From an optimization exercise on the open Yosys and OpenROAD flow, aimed at small area; shortcuts taken in it are not production practice. Only simulation tests tie the RTL to the original design; equivalence was not proved. Power figures rest on the tool's default switching activity, not on a simulated workload.

==> cedar <==
Design axis_fraction_divider, start of the top module:
module axis_fraction_divider (
    input  wire        aclk,
    input  wire        aclken,
    input  wire        aresetn,
    input  wire        s_axis_divisor_tvalid,
    input  wire [31:0] s_axis_divisor_tdata,
    input  wire [0:0]  s_axis_divisor_tuser,
    input  wire        s_axis_dividend_tvalid,
    input  wire [31:0] s_axis_dividend_tdata,
    input  wire [0:0]  s_axis_dividend_tuser,
    output wire        m_axis_dout_tvalid,
    output wire [47:0] m_axis_dout_tdata,
    output wire [0:0]  m_axis_dout_tuser
);
wire [31:0] d_in = ~s_axis_divisor_tdata;
wire [31:0] a_in = s_axis_dividend_tdata;
wire v_in = s_axis_divisor_tvalid & s_axis_dividend_tvalid;
wire [0:0] t0 = a_in[31];
wire [0:0] e0 = d_in[0:0];
wire [0:0] ci0 = {1'b1};
wire g0 = (t0[0] | e0[0]) & &d_in[31:1];
wire [0:0] u0 = {1{g0}} & (e0 ^ ci0);
wire [0:0] r0 = t0[0:0] ^ u0[0:0];
wire [0:0] q0 = g0;
wire [1:0] t1 = {r0, a_in[30]};
wire [1:0] e1 = d_in[1:0];
wire c1_g0 = (t1[1] & e1[1]) | ((t1[1] | e1[1]) & (t1[0] | e1[0]));
wire c1_p0 = (t1[1] | e1[1]) & 1'b0;
wire [1:0] ci1 = {(t1[0] | e1[0]), 1'b1};
wire g1 = c1_g0 & &d_in[31:2];
wire [1:0] u1 = {2{g1}} & (e1 ^ ci1);
wire [1:0] r1 = t1[1:0] ^ u1[1:0];
wire [1:0] q1 = {q0, g1};
wire [2:0] t2 = {r1, a_in[29]};
wire [2:0] e2 = d_in[2:0];
wire c2_g0 = (t2[1] & e2[1]) | ((t2[1] | e2[1]) & (t2[0] | e2[0]));
wire c2_p0 = (t2[1] | e2[1]) & 1'b0;
wire c2_g1 = (t2[2] & e2[2]) | ((t2[2] | e2[2]) & c2_g0);
wire c2_p1 = (t2[2] | e2[2]) & c2_p0;
wire [2:0] ci2 = {c2_g0, (t2[0] | e2[0]), 1'b1};
wire g2 = c2_g1 & &d_in[31:3];
wire [2:0] u2 = {3{g2}} & (e2 ^ ci2);
wire [2:0] r2 = t2[2:0] ^ u2[2:0];
wire [2:0] q2 = {q1, g2};
wire [3:0] t3 = {r2, a_in[28]};
wire [3:0] e3 = d_in[3:0];
  ...
Settings: LEC_CHECK=0, ABC_AREA=1, CAP_MARGIN=20, CORE_MARGIN=2, CORE_UTILIZATION=70, CTS_BUF_LIST=sky130_fd_sc_hd__clkbuf_16, CTS_CLUSTER_DIAMETER=80, CTS_CLUSTER_SIZE=25, GPL_TIMING_DRIVEN=1, PLACE_DENSITY=0.85, SLEW_MARGIN=20; clock period 7.5 ns.
standard.sh (not shown) runs the stock make flow with config.mk's settings and CLKGATE_MAP_FILE= SYNTH_SCRIPT=/design/flow/synth_recipe.tcl, a recipe that flattens the netlist after the stock synthesis.
==> flow/flow/run.sh <==
#!/bin/bash
set -euo pipefail
bash standard.sh 'BUFFER_PORTS_ARGS=-buffer_cell sky130_fd_sc_hd__buf_2' finish > run_make.log 2>&1
==> fjord: changes against cedar <==
==> flow/run.sh (new file) <==
#!/bin/bash
# synth_recipe.tcl (not shown) runs the flow's synth.tcl, then flattens the netlist and writes it again
# the make line also repeats each setting of config.mk as NAME=value (left out here)
make -C /OpenROAD-flow-scripts/flow DESIGN_CONFIG=/design/flow/config.mk WORK_HOME=/design/flow/orfs CLKGATE_MAP_FILE= SYNTH_SCRIPT=/design/flow/synth_recipe.tcl finish
Settings changed: GPL_TIMING_DRIVEN 1 to 0.
removed: flow/flow/run.sh
removed: flow/standard.sh
==> summary of the runs <==
- In sequential power, cedar and fjord hardly differ.
- Die area is the same in cedar and fjord.
- Against fjord, the clock power of cedar is smaller by about 4%.
- Global-route usage: cedar is lower than fjord (5.0 points).
- Of fjord and cedar, fjord has the higher utilization (gap 1.2 points).
- Between fjord and cedar, the lower hold slack is in fjord (gap 0.0088 ns).
- Via count: fjord is higher than cedar (about 4%).
- Against fjord, the cell count of cedar is smaller by about 1.1%.
- In fjord the total power is higher than in cedar, by about 4%.

==> port drivers added, routing unchanged <==
Ports are ideal in the flow. The routed layouts listed here were re-timed in OpenROAD.
Step 1, drivers: a clkbuf_16 drives aclk and a buf_2 each remaining input, both assumed.
Step 2, shift: input delay + t, output delay - t, t = (earliest + latest rising clock arrival at the registers) / 2. This alone moves slack from input paths to output paths.
Slacks: ideal ports / drivers / drivers and shift; pairs: ideal ports / drivers.
| run | shift t [ns] | setup WS [ns] | slew at the worst register clock pin (ns) | worst data-port slew with drivers (ns) |
|---|---|---|---|---|
| cedar | 0.799 | 0.280 / 0.211 / 0.022 | 0.10 / 0.10 | 0.08 |
| fjord | 0.839 | 0.326 / 0.283 / -0.333 | 0.10 / 0.10 | 0.08 |
With both steps, setup timing fails in fjord, where it was met with ideal ports. The setup slack of fjord, which loses most, moves by -0.043 ns with the drivers and by -0.659 ns with both steps.
